Source: an optimization exercise on an open RTL-to-GDS flow (aim: small area and a short achievable clock period). Production flows keep margins and buffers that such runs may drop.
The RTL was checked by simulation tests, not by an equivalence proof against the original design.
Power figures rest on the tool's default switching activity, not on a simulated workload.

## flow/run.sh

```bash
#!/bin/bash
# synth_recipe.tcl (not shown) runs the flow's synth.tcl, then flattens the netlist and writes it again
# the make line also repeats each setting of config.mk as NAME=value (left out here)
make -C /OpenROAD-flow-scripts/flow DESIGN_CONFIG=/design/flow/config.mk WORK_HOME=/design/flow/orfs CLKGATE_MAP_FILE= SYNTH_SCRIPT=/design/flow/synth_recipe.tcl finish
```

## flow/config.mk

```make
export PLATFORM = sky130hd
export DESIGN_NAME = cpu
export DESIGN_NICKNAME = cpu
export VERILOG_FILES = /design/flow/design.v
export SDC_FILE = /design/flow/constraint.sdc
export NUM_CORES = 4
export LEC_CHECK = 0
export CAP_MARGIN = 20
export CORE_MARGIN = 2
export CORE_UTILIZATION = 30
export SETUP_SLACK_MARGIN = 0.5
export SLEW_MARGIN = 20
```

## flow/constraint.sdc

```tcl
create_clock -name core_clock -period 12.0 [get_ports {clk}]
set_input_delay 2.4000 -clock core_clock [delete_from_list [all_inputs] [get_ports {clk}]]
set_output_delay 2.4000 -clock core_clock [all_outputs]
set_load 0.01 [all_outputs]
```

## flow/design.v

```verilog
`timescale 1ns / 1ps
module regfile (rna, rnb, d, wn, we, clk, clrn, qa, qb);
    input  [31:0] d;
    input   [4:0] rna;
    input   [4:0] rnb;
    input   [4:0] wn;
    input         we;
    input         clk, clrn;
    output [31:0] qa, qb;
    wire   [31:0] register [1:31];
    reg    [31:1] valid;
    function [31:0] rstval;
        input [4:0] n;
        case (n)
            5'd1:    rstval = 32'ha00000aa;
            5'd2:    rstval = 32'h10000011;
            5'd3:    rstval = 32'h20000022;
            5'd4:    rstval = 32'h30000033;
            5'd5:    rstval = 32'h40000044;
            5'd6:    rstval = 32'h50000055;
            5'd7:    rstval = 32'h60000066;
            5'd8:    rstval = 32'h00000002;
            5'd9:    rstval = 32'h80000088;
            5'd10:   rstval = 32'h90000099;
            default: rstval = 32'h0;
        endcase
    endfunction
    wire [31:1] deca, decb, decw;
    genvar i;
    generate
        for (i = 1; i < 32; i = i + 1) begin : g_dec
            assign deca[i] = (rna == i);
            assign decb[i] = (rnb == i);
            assign decw[i] = we && (wn == i);
        end
    endgenerate
    reg [31:0] ra, rb;
    integer k;
    always @(*) begin
        ra = 32'b0;
        rb = 32'b0;
        for (k = 1; k < 32; k = k + 1) begin
            ra = ra | ({32{deca[k] & valid[k]}} & register[k])
                    | ({32{deca[k] & ~valid[k]}} & rstval(k));
            rb = rb | ({32{decb[k] & valid[k]}} & register[k])
                    | ({32{decb[k] & ~valid[k]}} & rstval(k));
        end
    end
    assign qa = ra;
    assign qb = rb;
    always @(posedge clk or negedge clrn)
        if (!clrn)
            valid <= 31'b0;
        else
            valid <= valid | decw;
    generate
        for (i = 1; i < 32; i = i + 1) begin : g_reg
            reg [31:0] q;
            always @(posedge clk)
                if (decw[i])
                    q <= d;
            assign register[i] = q;
        end
    endgenerate
endmodule
`timescale 1ns / 1ps
module cpu(clk, clrn, o, imem_addr, imem_data, dmem_addr, dmem_wdata, dmem_we, dmem_rdata);
    input                    clk;
    input                    clrn;
    output                   o;
    output          [31:0]   imem_addr;
    input           [31:0]   imem_data;
    output          [31:0]   dmem_addr;
    output          [31:0]   dmem_wdata;
    output                   dmem_we;
    input           [31:0]   dmem_rdata;
    reg             [31:0]   pc;
    wire            [31:0]   pc4 = pc + 32'd4;
    assign imem_addr = pc;
    assign o = (pc == 32'h5c);
    wire             [5:0]   op   = imem_data[31:26];
    wire             [4:0]   rs   = imem_data[25:21];
    wire             [4:0]   rt   = imem_data[20:16];
    wire             [4:0]   rd   = imem_data[15:11];
    wire             [4:0]   sa   = imem_data[10:6];
    wire             [5:0]   fn   = imem_data[5:0];
    wire            [15:0]   imm  = imem_data[15:0];
    wire            [25:0]   tgt  = imem_data[25:0];
    wire rtype  = (op == 6'h00);
    wire r_add  = rtype && (fn == 6'h20);
    wire r_sub  = rtype && (fn == 6'h22);
    wire r_and  = rtype && (fn == 6'h24);
    wire r_or   = rtype && (fn == 6'h25);
    wire r_xor  = rtype && (fn == 6'h26);
    wire r_sll  = rtype && (fn == 6'h00);
    wire r_srl  = rtype && (fn == 6'h02);
    wire r_sra  = rtype && (fn == 6'h03);
    wire r_jr   = rtype && (fn == 6'h08);
    wire i_addi = (op == 6'h08);
    wire i_andi = (op == 6'h0c);
    wire i_ori  = (op == 6'h0d);
    wire i_xori = (op == 6'h0e);
    wire i_lui  = (op == 6'h0f);
    wire i_lw   = (op == 6'h23);
    wire i_sw   = (op == 6'h2b);
    wire i_beq  = (op == 6'h04);
    wire i_bne  = (op == 6'h05);
    wire i_j    = (op == 6'h02);
    wire i_jal  = (op == 6'h03);
    wire r_alu  = r_add | r_sub | r_and | r_or | r_xor | r_sll | r_srl | r_sra;
    wire i_alu  = i_addi | i_andi | i_ori | i_xori | i_lui | i_lw;
    wire wreg   = r_alu | i_alu | i_jal;
    wire [4:0] wn = i_jal ? 5'd31 : (rtype ? rd : rt);
    wire            [31:0]   qa, qb, wd;
    regfile m_regfile(rs, rt, wd, wn, wreg, clk, clrn, qa, qb);
    wire            [31:0]   simm = {{16{imm[15]}}, imm};
    wire            [31:0]   asum = qa + simm;
    assign dmem_addr  = asum;
    assign dmem_wdata = qb;
    assign dmem_we    = i_sw;
    wire            [31:0]   addsub = qa + (fn[1] ? ~qb : qb) + {31'b0, fn[1]};
    wire            [31:0]   lb = rtype ? qb : {16'b0, imm};
    wire            [31:0]   land = qa & lb;
    wire            [31:0]   lor  = qa | lb;
    wire            [31:0]   lxor = qa ^ lb;
    function [31:0] rev32;
        input [31:0] x;
        integer n;
        for (n = 0; n < 32; n = n + 1)
            rev32[n] = x[31 - n];
    endfunction
    wire                     shl  = ~fn[1];
    wire            [31:0]   shin = shl ? rev32(qb) : qb;
    wire                     fill = fn[0] & qb[31];
    wire            [32:0]   shx  = $signed({fill, shin}) >>> sa;
    wire            [31:0]   shout = shl ? rev32(shx[31:0]) : shx[31:0];
    assign wd = ({32{r_add | r_sub}}      & addsub)
              | ({32{i_addi}}             & asum)
              | ({32{r_and | i_andi}}     & land)
              | ({32{r_or  | i_ori}}      & lor)
              | ({32{r_xor | i_xori}}     & lxor)
              | ({32{r_sll | r_srl | r_sra}} & shout)
              | ({32{i_lui}}              & {imm, 16'b0})
              | ({32{i_lw}}               & dmem_rdata)
              | ({32{i_jal}}              & pc4);
    wire                     eq  = (qa == qb);
    wire            [17:0]   bt  = pc4[17:0] + {imm, 2'b00};
    wire                     br  = (i_beq & eq) | (i_bne & ~eq);
    wire            [31:0]   npc = r_jr          ? qa :
                                   br            ? {14'b0, bt} :
                                   (i_j | i_jal) ? {4'b0, tgt, 2'b00} :
                                                   pc4;
    always @(posedge clk or negedge clrn)
        if (!clrn)
            pc <= 32'b0;
        else
            pc <= npc;
endmodule
```

==> flow_metrics.env <==
export IMPL_outcome="finished with violations"
export IMPL_so_faults="antenna rules"
export IMPL_synth_top_family_by_area="simple AND/OR/NAND/NOR gates"
export IMPL_layout_min_cycle_time_ns=11.53
export IMPL_avgSynthCellArea_sq_um=11.02
export IMPL_worstSetupPathType="in -> out"
export IMPL_critPathLaunchType="input pin"
export IMPL_cts_buffers=131
export IMPL_r2r_cells=16
export IMPL_drtIter0Drc=12960
export IMPL_p_leak_nw=26.75
export IMPL_cp_required_ns=9.60
export IMPL_grt_total_usage=0.4668
export IMPL_peakVddDrop_v=0.00009287
export IMPL_timing_fmax_mhz=86.70
export IMPL_drive_above_1_share=0.1659
export IMPL_clk_latency_ns=0.85
export IMPL_yosysWarnings=2
export IMPL_coreArea_sq_mm=0.1974
export IMPL_worstMarginPinSlew_ns=1.345
export IMPL_finalMaxSlewViolations=0
export IMPL_layout_commonest_cell="edfxtp_1"
export IMPL_totalWireLength_um=491300
export IMPL_synthSimpleGateAreaFrac=0.1900
export IMPL_power_density_mw_per_mm2=148.6
export IMPL_avgViaCountPerCell=7.461
export IMPL_syn_num_nets=5617
export IMPL_dp_cells=8286
export IMPL_cp_data_arrival_time_ns=9.13
export IMPL_hold_class="reg -> reg"
export IMPL_final_cell_mix="992 x edfxtp_1, 514 x buf_4, 449 x nand2_1"
export IMPL_first_global_vias=58030
export IMPL_syn_area_sq_mm=0.05959
export IMPL_fp_dieArea_sq_mm=0.2022
export IMPL_crit_family="compound AO/OA/AOI/OAI gates"
export IMPL_fin_cells=8628
export IMPL_wl_per_cell_um=56.94
export IMPL_area_growth_pct=21.12
export IMPL_io_pins=164
export IMPL_clk_pin_slew_ns=0.06
export IMPL_final_setup_viol_count=0
export IMPL_fin_crit_sh=0.9612
export IMPL_hold_violations=0
export IMPL_cts_setup_buffers=0
export IMPL_dominantRegCellSynth="edfxtp_1"
export IMPL_htree_levels=4
export IMPL_final_nets=5990
export IMPL_ys_seq_area_frac=0.5264
export IMPL_gp_congestion=1.088
export IMPL_relSlewSlack=0.1032
export IMPL_clock_skew_ns=0.05030
export IMPL_grt_max_degree=64
export IMPL_row_count=163
export IMPL_rsz0062_at_grt="yes"
export IMPL_cts_max_path_buffers=3
export IMPL_synth_top_area_share=0.4999
export IMPL_root_buffer="clkbuf_16"
export IMPL_setup_tns_final_ns=0
export IMPL_crit_path_top_delay_cell="a2111oi_1"
export IMPL_syn_instance_count=5407
export IMPL_drt_pre_antenna_iters=10
export IMPL_ys_types=100
export IMPL_fin_area_sq_mm=0.07217
export IMPL_port_buffer_count=163
export IMPL_synth_xor_area_share=0.02234
export IMPL_grt_pass1_wl_um=618100
export IMPL_slowest_delay_ns=0.77
export IMPL_vias=64380
export IMPL_initial_core_util=0.3018
export IMPL_synth_edf_count=992
export IMPL_cts_tree="built"
export IMPL_path_depth=21
export IMPL_dieHeight_um=449.7
export IMPL_holdPathStages=2
export IMPL_synth_area_mux_share=0.02049
export IMPL_synth_compound_area_frac=0.1678
export IMPL_layout_setup_ws_ns=0.4655
export IMPL_dpl_hpwl_um=342600
export IMPL_cts_sinks=1055
export IMPL_critical_path_buf_inv_count=4
export IMPL_max_cap_violations=0
export IMPL_synth_area_leaders="edfxtp_1 50%, a22oi_1 3.9%, and3_1 3.5%, ha_1 3.0%, nand4_1 2.9%"
export IMPL_grt_ovfl_total=0
export IMPL_synth_adder_area_share=0.03061
export IMPL_cp_end_kind="primary output"
export IMPL_critical_path_max_fanout=14
export IMPL_ant_nets=2
export IMPL_synthArstFlopShare=0.05972
export IMPL_path_cells="buf_2 -> buf_4 -> and2_1 -> and3_1 -> a2111oi_1 -> nand3_1 -> or4_1 -> ha_1 -> a211o_1 -> a21oi_1 -> o21bai_1 -> a22oi_1 -> a22oi_1 -> buf_4 -> a311oi_1 -> o31ai_1 -> nand2_1 -> nand2b_1 -> a21oi_1 -> xnor2_1 -> clkdlybuf4s50_1"
export IMPL_antenna_found_initial=79
export IMPL_ys_ff_latch=1055
export IMPL_drcViolationCount=0
export IMPL_placed_cell_area_sq_mm=0.06750
export IMPL_die_x_um=449.7
export IMPL_synth_largest_area_cell="edfxtp_1"
export IMPL_detailedPlace_worstSlack_ns=0.6626
## sequential cells by signal, summed over array words and instances, names as in the netlist
| name | cells |
|---|---|
| pc | 32 |
| m_regfile.valid | 31 |
| m_regfile.g.q | 992 |
## routing by layer
metal | part of all wire | global-route usage
met1 | 0.35 | 0.5500
met5 | 0.00091 | 0.01373
met2 | 0.40 | 0.6488
met3 | 0.15 | 0.2175
met4 | 0.10 | 0.3672
## cells by family after synthesis
| group | count (synthesis) |
|---|---|
| adders and majority gates | 144 |
| muxes | 85 |
| buffers and inverters | 607 |
| AOI/OAI and AO/OA | 1306 |
| and+or+nand+nor | 2058 |
| xor gates and xnor gates | 152 |
| DFF | 1055 |
## cell usage after synthesis, drive strengths merged (29+ instances only)
cell,instances
a222oi,53
xnor2,107
a21oi,119
mux2i,42
nand4,277
a21o,40
xor2,45
or3,48
o21ai,139
nor4,54
a22oi,307
nand2b,36
a32oi,36
o2111ai,101
or4,31
o22ai,35
edfxtp,992
or2,37
inv,139
ha,141
buf,142
clkbuf,325
and2,66
a221o,29
nand2,451
and3,334
nor2,159
dfrtp,63
nor3,191
a221oi,60
a2111oi,141
nand3,221
## timing repair
item,4_1_cts,5_1_grt
resized for setup,0,7
hold buffers,0,0
setup endpoints to repair,0,5
## path summary, 6_finish.rpt
kind | start | to | slack [ns]
worst min-delay path | pc[1]$_DFFE_PN0P_ | pc[1]$_DFFE_PN0P_ | 0.63
max in group asynchronous | clrn | m_regfile.valid[26]$_DFF_PN0_ | 9.57
worst min register to register | pc[1]$_DFFE_PN0P_ | pc[1]$_DFFE_PN0P_ | 0.63
min in group asynchronous | clrn | pc[19]$_DFF_PN0_ | 1.73
worst max register to register | m_regfile.valid[5]$_DFF_PN0_ | pc[25]$_DFF_PN0_ | 3.35
worst max-delay path | imem_data[22] | dmem_addr[30] | 0.47
## power breakdown
| group | switching (mW) | leakage, nW | internal [mW] |
|---|---|---|---|
| logic | 1.67 | 14.0 | 0.702 |
| clock network | 1.81 | 2.10 | 2.36 |
| registers | 0.116 | 10.6 | 4.07 |
| total | 3.59 | 26.7 | 7.13 |
## final cells by class
type / instances / area [sq um]
antenna: 100 / 250.2
timing repair buffer: 707 / 6053
clock buffer: 163 / 3462
fill: 19640 / 125200
clock inverter: 78 / 922.1
tap: 2640 / 3303
multi-input combinational: 3745 / 26290
inverter: 140 / 525.5
sequential: 1055 / 31370
## stage by stage
step	util	hold slack, ns	power (mW)
2_1_floorplan	-	0.4874	5.200
3_3_place_gp	0.3415	0.5976	6.491
3_5_place_dp	0.3419	0.6086	6.481
4_1_cts	0.3641	0.6201	10.57
5_1_grt	0.3645	0.6486	10.83
6_report	0.3656	0.6346	10.72
## worst reg2reg max path: cells and delay by family, from the launching register on
kind | cells | cell delay [ns]
flops | 1 | 0.64
compound gates | 4 | 2.33
buf+inv | 4 | 1.41
simple gates | 6 | 3.56
xor+xnor | 1 | 0.10
mux | 1 | 0.48

==> afterwards: timing with drivers on the ports <==
No port has a modelled driver above. Below, the same layout with a new extraction and two added sets of constraints.
Step 1 sets driving cells, clkbuf_16 on the clock port and buf_2 on the other inputs (assumed; they add their load-dependent delay and slew).
Step 2 times the ports against the registers' clock, not the clock port: input delays grow and output delays shrink by t, the midpoint of the rising clock arrivals with the driver on.
Slacks: no drivers / after step 1 / after step 2; pairs: no drivers / after step 1.
t (ns): 0.921
slack for setup (ns): 0.466 / 0.446 / 0.446
worst hold slack (ns): 0.635 / 0.635 / 0.635
The setup slack of this run moves by -0.020 ns with the drivers and by -0.020 ns with both steps.
